What follows belongs to an exercise in optimizing a design on an open flow for a short achievable clock period and few clock cycles; a production flow would make more cautious choices.
Function was checked by simulation only, so behaviour that the tests miss may differ from the original.
No activity file was given, so power comes from the tool's default toggle rates.

<file path="flow/design.v">
module ALU(
  input  [63:0] a,
  input  [63:0] b,
  input         cin,
  input         shl,
  input         andop,
  input  [63:0] sd,
  output [63:0] result,
  output        eq,
  output        lt
  );
  wire [63:0] sum = a + b + {63'h0, cin};
  assign result = shl ? (a << b[4:0]) : andop ? (a & b) : sum;
  assign eq = a == sd;
  assign lt = a < sd;
endmodule
module reg_file (
  input             clk,
  input             we,
  input      [4:0]  waddr,
  input      [63:0] wdata,
  input      [4:0]  raddr1,
  input      [4:0]  raddr2,
  output     [63:0] rdata1,
  output     [63:0] rdata2
  );
  reg [63:0] mem [0:31];
  always @(posedge clk)
    if (we) mem[waddr] <= wdata;
  assign rdata1 = mem[raddr1];
  assign rdata2 = mem[raddr2];
endmodule
module datapath #(
    parameter PC_WIDTH = 32,
    parameter D_WIDTH = 64,
    parameter ISTR_WIDTH = 32
  )
  (
    input       clk,
    input       reset_n,
    output [8:0]            imem_addr,
    input  [ISTR_WIDTH-1:0] imem_rdata,
    output [7:0]            dmem_addr,
    output [D_WIDTH-1:0]    dmem_wdata,
    output                  dmem_we,
    output                  dmem_re,
    input  [D_WIDTH-1:0]    dmem_rdata
   );
   localparam OP_R     = 7'b0110011;
   localparam OP_I     = 7'b0010011;
   localparam OP_S     = 7'b0100011;
   localparam OP_B     = 7'b1100011;
   localparam OP_J     = 7'b1101111;
   localparam OP_L     = 7'b0000011;
   localparam OP_AUIPC = 7'b0010111;
   reg  [31:0] fpc;           
   reg         stall;         
   reg         id_v;          
   reg  [31:0] id_pc, id_pred;
   reg  [31:0] ir;            
   reg         rr_v;
   reg  [31:0] rr_pc, rr_pred;
   reg         ex_v, ex_wr, ex_ld, ex_st, ex_br, ex_jal, ex_shl, ex_and, ex_cin;
   reg  [4:0]  ex_rd;
   reg  [2:0]  ex_f3;
   reg  [63:0] ex_a, ex_b, ex_sd;
   reg  [31:0] ex_pc, ex_tgt, ex_seq;
   reg         ex_mt, ex_ms;
   reg         wb_v, wb_wr, wb_ld;
   reg  [4:0]  wb_rd;
   reg  [63:0] wb_val;
   reg         u_v, u_taken;
   reg  [31:0] u_pc, u_tgt;
   wire        mispredict;
   wire [31:0] redirect_pc;
   wire [63:0] alu_res;
   localparam NB = 16;
   reg         btb_v   [0:NB-1];
   reg  [8:0]  btb_tag [0:NB-1];
   reg  [31:0] btb_tgt [0:NB-1];
   reg  [1:0]  btb_ctr [0:NB-1];
   reg  [3:0]  btb_ptr;
   reg         p_taken;
   reg  [31:0] p_tgt;
   integer k;
   always @(*) begin
      p_taken = 1'b0;
      p_tgt   = 32'h0;
      for (k = 0; k < NB; k = k + 1)
         if (btb_v[k] && btb_tag[k] == fpc[10:2]) begin
            p_taken = p_taken | btb_ctr[k][1];
            p_tgt   = p_tgt | btb_tgt[k];
         end
   end
   wire [31:0] pred_next = p_taken ? p_tgt : fpc + 32'd4;
   assign imem_addr = stall ? id_pc[10:2] : fpc[10:2];
   wire [6:0] in_op = imem_rdata[6:0];
   wire in_u1 = (in_op == OP_R) | (in_op == OP_I) | (in_op == OP_L) | (in_op == OP_S) | (in_op == OP_B);
   wire in_u2 = (in_op == OP_R) | (in_op == OP_S) | (in_op == OP_B);
   wire in_dep = (in_u1 & (imem_rdata[19:15] == ir[11:7])) | (in_u2 & (imem_rdata[24:20] == ir[11:7]));
   always @(posedge clk) begin
      if (!reset_n) begin
         fpc   <= 32'h0;
         stall <= 1'b0;
         id_v  <= 1'b0;
         rr_v  <= 1'b0;
      end else begin
         stall <= !stall & !mispredict & id_v & rr_v & (ir[6:0] == OP_L) & in_dep;
         if (mispredict) begin
            fpc  <= redirect_pc;
            id_v <= 1'b0;
            rr_v <= 1'b0;
         end else if (!stall) begin
            fpc  <= pred_next;
            id_v <= 1'b1;
            rr_v <= id_v;
         end
      end
      if (!stall) begin
         id_pc   <= fpc;
         id_pred <= pred_next;
         ir      <= imem_rdata;
         rr_pc   <= id_pc;
         rr_pred <= id_pred;
      end
   end
   wire [6:0] op  = ir[6:0];
   wire [4:0] rd  = ir[11:7];
   wire [2:0] f3  = ir[14:12];
   wire [4:0] rs1 = ir[19:15];
   wire [4:0] rs2 = ir[24:20];
   wire [6:0] f7  = ir[31:25];
   wire is_r  = op == OP_R;
   wire is_i  = op == OP_I;
   wire is_au = op == OP_AUIPC;
   wire is_ld = op == OP_L;
   wire is_st = op == OP_S;
   wire is_br = op == OP_B;
   wire is_j  = op == OP_J;
   wire [63:0] imm_i = {{52{ir[31]}}, ir[31:20]};
   wire [63:0] imm_s = {{52{ir[31]}}, ir[31:25], ir[11:7]};
   wire [63:0] imm_u = {{32{ir[31]}}, ir[31:12], 12'b0};
   wire [31:0] imm_b = {{20{ir[31]}}, ir[7], ir[30:25], ir[11:8], 1'b0};
   wire [31:0] imm_j = {{12{ir[31]}}, ir[19:12], ir[20], ir[30:21], 1'b0};
   wire [63:0] rf1, rf2;
   reg_file inst_reg_file (
      .clk   (clk),
      .we    (wb_v & wb_wr),
      .waddr (wb_rd),
      .wdata (wb_ld ? dmem_rdata : wb_val),
      .raddr1(rs1),
      .raddr2(rs2),
      .rdata1(rf1),
      .rdata2(rf2)
   );
   wire [63:0] wb_fwd = wb_ld ? dmem_rdata : wb_val;
   wire ex_hit1 = ex_v & ex_wr & (ex_rd == rs1);
   wire ex_hit2 = ex_v & ex_wr & (ex_rd == rs2);
   wire wb_hit1 = wb_v & wb_wr & (wb_rd == rs1);
   wire wb_hit2 = wb_v & wb_wr & (wb_rd == rs2);
   wire [63:0] r1_early = wb_hit1 ? wb_fwd : rf1;
   wire [63:0] r2_early = wb_hit2 ? wb_fwd : rf2;
   wire [63:0] rs1v = ex_hit1 ? alu_res : r1_early;
   wire [63:0] rs2v = ex_hit2 ? alu_res : r2_early;
   wire sub = (f7[6:5] == 2'b01) & (f3 == 3'b000);
   wire [63:0] op0 = is_au ? {32'h0, rr_pc} : rs1v;
   wire [63:0] op1 = (is_i | is_ld) ? imm_i : is_st ? imm_s : is_au ? imm_u : rs2v;
   wire [31:0] tgt = rr_pc + (is_j ? imm_j : imm_b);
   wire [31:0] seq = rr_pc + 32'd4;
   always @(posedge clk) begin
      if (!reset_n)
         ex_v <= 1'b0;
      else
         ex_v <= rr_v & !stall & !mispredict;
      ex_wr  <= is_r | is_i | is_au | is_ld;
      ex_ld  <= is_ld;
      ex_st  <= is_st;
      ex_br  <= is_br;
      ex_jal <= is_j;
      ex_shl <= f3 == 3'b001;
      ex_and <= f3 == 3'b111;
      ex_cin <= sub;
      ex_f3  <= f3;
      ex_rd  <= rd;
      ex_a   <= op0;
      ex_b   <= sub ? ~op1 : op1;
      ex_sd  <= rs2v;
      ex_pc  <= rr_pc;
      ex_tgt <= tgt;
      ex_seq <= seq;
      ex_mt  <= rr_pred == tgt;
      ex_ms  <= rr_pred == seq;
   end
   wire eq, lt;
   ALU inst_ALU (
      .a     (ex_a),
      .b     (ex_b),
      .cin   (ex_cin),
      .shl   (ex_shl),
      .andop (ex_and),
      .sd    (ex_sd),
      .result(alu_res),
      .eq    (eq),
      .lt    (lt)
   );
   wire taken = ex_br & (((ex_f3 == 3'b000) & eq) | ((ex_f3 == 3'b001) & !eq) |
                         ((ex_f3 == 3'b100) & lt) | ((ex_f3 == 3'b101) & !lt));
   wire ctl_taken = taken | ex_jal;
   assign mispredict  = ex_v & (ctl_taken ? !ex_mt : !ex_ms);
   assign redirect_pc = ctl_taken ? ex_tgt : ex_seq;
   assign dmem_addr  = alu_res[9:2];
   assign dmem_wdata = ex_sd;
   assign dmem_we    = ex_v & ex_st;
   assign dmem_re    = ex_v & ex_ld;
   always @(posedge clk) begin
      if (!reset_n) begin
         wb_v <= 1'b0;
         u_v  <= 1'b0;
      end else begin
         wb_v <= ex_v;
         u_v  <= ex_v & (ex_br | ex_jal);
      end
      wb_wr   <= ex_wr;
      wb_ld   <= ex_ld;
      wb_rd   <= ex_rd;
      wb_val  <= alu_res;
      u_taken <= ctl_taken;
      u_pc    <= ex_pc;
      u_tgt   <= ex_tgt;
   end
   reg         u_hit;
   reg  [3:0]  u_idx;
   always @(*) begin
      u_hit = 1'b0;
      u_idx = 4'd0;
      for (k = 0; k < NB; k = k + 1)
         if (btb_v[k] && btb_tag[k] == u_pc[10:2]) begin
            u_hit = 1'b1;
            u_idx = k;
         end
   end
   always @(posedge clk) begin
      if (!reset_n) begin
         for (k = 0; k < NB; k = k + 1) btb_v[k] <= 1'b0;
         btb_ptr <= 4'd0;
      end else if (u_v) begin
         if (u_hit) begin
            if (u_taken) begin
               btb_tgt[u_idx] <= u_tgt;
               if (btb_ctr[u_idx] != 2'b11) btb_ctr[u_idx] <= btb_ctr[u_idx] + 2'b01;
            end else if (btb_ctr[u_idx] != 2'b00)
               btb_ctr[u_idx] <= btb_ctr[u_idx] - 2'b01;
         end else if (u_taken) begin
            btb_v[btb_ptr]   <= 1'b1;
            btb_tag[btb_ptr] <= u_pc[10:2];
            btb_tgt[btb_ptr] <= u_tgt;
            btb_ctr[btb_ptr] <= 2'b11;
            btb_ptr <= btb_ptr + 4'd1;
         end
      end
   end
endmodule
</file>
<file path="flow/run.sh">
#!/bin/bash
# synth_recipe.tcl (not shown) runs the flow's synth.tcl, then flattens the netlist and writes it again
# the make line also repeats each setting of config.mk as NAME=value (left out here)
make -C /OpenROAD-flow-scripts/flow DESIGN_CONFIG=/design/flow/config.mk WORK_HOME=/design/flow/orfs CLKGATE_MAP_FILE= SYNTH_SCRIPT=/design/flow/synth_recipe.tcl finish
</file>
<file path="flow/config.mk">
export PLATFORM = sky130hd
export DESIGN_NAME = datapath
export DESIGN_NICKNAME = datapath
export VERILOG_FILES = /design/flow/design.v
export SDC_FILE = /design/flow/constraint.sdc
export NUM_CORES = 4
export LEC_CHECK = 0
export CAP_MARGIN = 20
export CORE_MARGIN = 2
export CORE_UTILIZATION = 40
export SLEW_MARGIN = 20
</file>
<file path="flow/constraint.sdc">
create_clock -name core_clock -period 10.0 [get_ports {clk}]
set_input_delay 2.0000 -clock core_clock [delete_from_list [all_inputs] [get_ports {clk}]]
set_output_delay 2.0000 -clock core_clock [all_outputs]
set_load 0.01 [all_outputs]
</file>
==> notes.md <==
area by class of cell:
class / instances / area share (%)
flip-flops and latches: 3359 / 54.6
multi-input cells: 5190 / 32.3
clock buffers: 458 / 5.55
well taps: 5197 / 3.69
repair buffers: 409 / 2.22
clock inverters: 200 / 1.27
inverters: 140 / 0.302
diodes: 13 / 0.0184
how the worst min path moves through the flow:
stage | from | end | slack, ns
after floorplan | ex_pc[10]$_DFF_P_ | u_pc[10]$_DFF_P_ | 0.31
after global placement | ex_pc[7]$_DFF_P_ | u_pc[7]$_DFF_P_ | 0.31
after detailed placement | ex_pc[5]$_DFF_P_ | u_pc[5]$_DFF_P_ | 0.31
after CTS | ex_pc[5]$_DFF_P_ | u_pc[5]$_DFF_P_ | 0.33
after global routing | ex_pc[4]$_DFF_P_ | u_pc[4]$_DFF_P_ | 0.33
final | ex_pc[10]$_DFF_P_ | u_pc[10]$_DFF_P_ | 0.33
report_power, final:
part	internal (W)	switching (W)
clock	0.00791	0.00577
sequential	0.0168	0.000474
combinational	0.00172	0.00364
total	0.0265	0.00988
worst reg2reg max path: cells and delay by family (launching register included):
kind / cells / cell delay (ns)
AOI/OAI and AO/OA: 3 / 0.74
xor gates and xnor gates: 1 / 0.15
adders and majority gates: 2 / 0.66
buffers and inverters: 2 / 0.31
DFF: 1 / 0.56
muxes: 1 / 0.36
and+or+nand+nor: 12 / 3.47
synthesized netlist by cell type (25+ instances only):
cell,count
a2111oi_0,37
and3_1,69
clkbuf_1,423
a22oi_1,98
o21ai_0,233
ha_1,165
nor4_1,30
dfxtp_1,463
xor2_1,128
a21oi_1,262
a211oi_1,91
nor2b_1,27
inv_1,135
mux4_2,1321
nand4_1,113
o211ai_1,62
nand2_1,459
a31oi_1,32
buf_2,25
nand3_1,83
and2_1,36
a221oi_1,105
nor3_1,162
xnor2_1,415
nor2_1,382
mux2_2,106
edfxtp_1,2896
buf_1,162
a41oi_1,25
a21o_1,105
mux2i_1,266
a22o_1,104
metal layers:
metal	vias to the layer above	track usage (%)	wire, um
li1	38380	-	-
met1	50658	36.0	209000
met2	5104	41.0	245000
met3	932	4.38	47800
met4	2	11.7	27700
met5	-	0	13
cell families after synthesis:
logic type | Yosys count
mux | 1693
xor+xnor | 545
flops | 3359
fa+ha+maj | 168
buf+inv | 773
simple gates | 1452
compound gates | 1332
sequential cells by signal, summed over array words and instances (netlist names), 3 cells and up, named ones only:
name and cells:
inst_reg_file.mem 2048, btb_tgt 512, btb_tag 144, ex_a 64
ex_b 64, ex_sd 64, wb_val 64, btb_ctr 32
ex_seq 32, fpc 32, id_pc 32, id_pred 32
ir 32, rr_pc 32, rr_pred 32, u_tgt 32
ex_tgt 31, btb_v 16, ex_pc 9, u_pc 9
ex_rd 5, wb_rd 5, btb_ptr 4, ex_f3 3
metrics by stage:
step           instances  power, W  hold WS (ns)  cell area (um^2)
2_1_floorplan       9322    0.0206         0.310            156000
3_3_place_gp       14294    0.0228         0.313            164000
3_5_place_dp       14295    0.0229         0.312            164000
4_1_cts            14953    0.0365         0.327            176000
5_1_grt            14962    0.0374         0.331            176000
6_report           14966    0.0364         0.326            176000
layout by cell type, fill, tap and decap left out, types with 36 or more instances in the layout:
master	Yosys	layout
inv_1	135	132
clkdlybuf4s50_1	0	180
buf_4	18	198
a221oi_1	105	105
a22oi_1	98	98
mux2_2	106	106
nand4_1	113	113
a2111oi_0	37	37
clkinv_1	3	62
nand2_1	459	458
clkbuf_16	0	367
nor2_4	0	49
nor2_1	382	332
xnor2_1	415	415
nand3_1	83	82
and3_1	69	69
edfxtp_1	2896	2896
dfxtp_1	463	445
a211oi_1	91	91
clkbuf_1	423	65
and2_1	36	36
xor2_1	128	128
o21ai_0	233	233
a21o_1	105	105
o211ai_1	62	62
clkinv_2	0	56
bufinv_16	0	37
ha_1	165	165
a22o_1	104	104
mux4_2	1321	1321
nor3_1	162	133
a21oi_1	262	261
mux2i_1	266	266
==> reports/summary.txt <==
first-pass GRT wire length - 737000 um
Seq/Total Area, Yosys - 61.8%
area of the multi-input gates - 0.0570 mm^2
CTS tree - done
worst r2r src - ir[5]$_DFFE_PN_
post-synthesis mux area share - 21.6%
fillers - 33.2k
number of max-cap violations - 0
Ys Warns - 2
I/O pins - 181
Post-Syn Instances - 9322
CTS Buf Count - 364
asr flop ratio synth - 0%
synth unique cells - 87
final core utilization - 45.4%
Slowest-stage cell, CP - buf_4
initial DRC count - 12.5k
worst vdd ir - 0.142 mV
critical path's largest stage delay - 0.66 ns
post-synthesis xor/xnor area fraction - 3.08%
clock skew - 0.107 ns
dpl ws - 3.71 ns
slew of the pin with the lowest slew margin - 1.24 ns
Post-CTS Resized - 0
CP delay by family, top - buffers and inverters
CTS root buf - clkbuf_16
PortBufs - 180
# clock sinks - 3359
WL/cell - 35.4 um
Worst setup EP type - primary output
post-synthesis register bit count - 3359
routability cong. - 0.948
crit path from - ex_b[1]$_DFF_P_
Core ar. - 0.388 mm^2
most frequent CP cell - buf_4
Synth top area share - 55.8%
crit path setup slack, layout - 2.83 ns
setup TNS - 0 ns
# setup viols final - 0
die width - 628 um
DRC Markers - 0
CP Class - reg -> out
total track usage - 26.2%
Crit Reg-Reg Endpoint - ex_mt$_DFF_P_
post-synth top area cell - edfxtp_1
fin crit share - 71.7%
WP data arrival - 5.17 ns
Synth area leaders - edfxtp_1, mux4_2, dfxtp_1
Final Hold Viols - 0
post-route ant nets - 0
Hold Path Stages - 0
Req. time, crit path - 8.00 ns
Post-CTS Setup Bufs - 0
Synth Area in Compound Gates - 5.87%
WP depth - 10
worst-path fanout max - 54
RSZ-0062 raised after global routing - no
starting density of the core - 40.1%
final slew viol count - 0
crit path to - dmem_addr[3]
worst reg-to-reg path cell count - 21
number of synthesized flops with an enable pin - 2896
Cell Area, Synth - 0.156 mm^2
DPL Wire Length - 321000 um
Final Critical Period - 7.17 ns
r2r setup slk - 3.65 ns
vias per cell - 6.35
global route overflow - 0
Cell Pwr Density - 206 mW/mm^2
vias in the first global route - 94.1k
Startpoint Class - flop
H-tree depth - 5
Slew HR - 16.5%
FF+latch area - 0.0963 mm^2
Post-Syn Area per Cell - 16.7 um^2
hold buffer count at CTS - 0
Area Growth Syn to Fin - 13.2%
ratio of cells with drive above 1 in the final layout - 23.8%
status - no timing/DRC/antenna violations
Simple-Gate Fraction of Synth Area - 4.36%
antenna violations before repair - 23
Top FF cell, synth - edfxtp_1
final wirelength - 530000 um
CP Buf/Inv Count - 3
row count - 229
CP cell instances - buf_4, ha_1, nor2b_1, o31a_1, o31ai_1, and3_1, a21oi_1, o22ai_1, buf_4, clkdlybuf4s50_1
largest net degree at the start of global routing - 132
post-synth net total - 9588
Die Area - 0.394 mm^2
CTS clock-pin slew for the worst setup and hold paths - 0.06 ns
fin nets - 9730
Max Fclk - 140 MHz
Leakage - 57.6 nW
adder-cell share of the synthesized area - 1.36%
Clk Latency, worst-skew pair - 0.97 ns
die height - 628 um
maximum buffer depth of the clock tree - 4
router iterations before antenna repair - 8
HP Class - reg -> reg
largest family of logic cells by synthesized area - multiplexers
via count - 95.1k
Testbench counts, summed over its fixed seeds: cycles 124,671.

==> port drivers added, routing unchanged <==
In the flow no input, the clock included, has a driving cell. The finished layout below was timed again as built, in two steps. Step 1: set_driving_cell puts a clkbuf_16 on clk and a buf_2 on each other input, an assumption about the parent block. Step 2 adds t to the input delays and takes it off the output delays; t is the mean of the earliest and latest rising clock arrival at the registers after step 1. Input paths then give back, and output paths get back, about the clock's delay inside the block. Three values: ideal ports, drivers, drivers and shift; two values: the first two.
t (ns): 1.026
setup WS [ns]: 2.833 / 2.729 / 3.647
latest minus earliest clock arrival (ns): 0.127 / 0.127
After both steps this run still meets setup and hold. For this run, drivers alone change the setup slack by -0.104 ns; drivers and shift together by +0.814 ns.
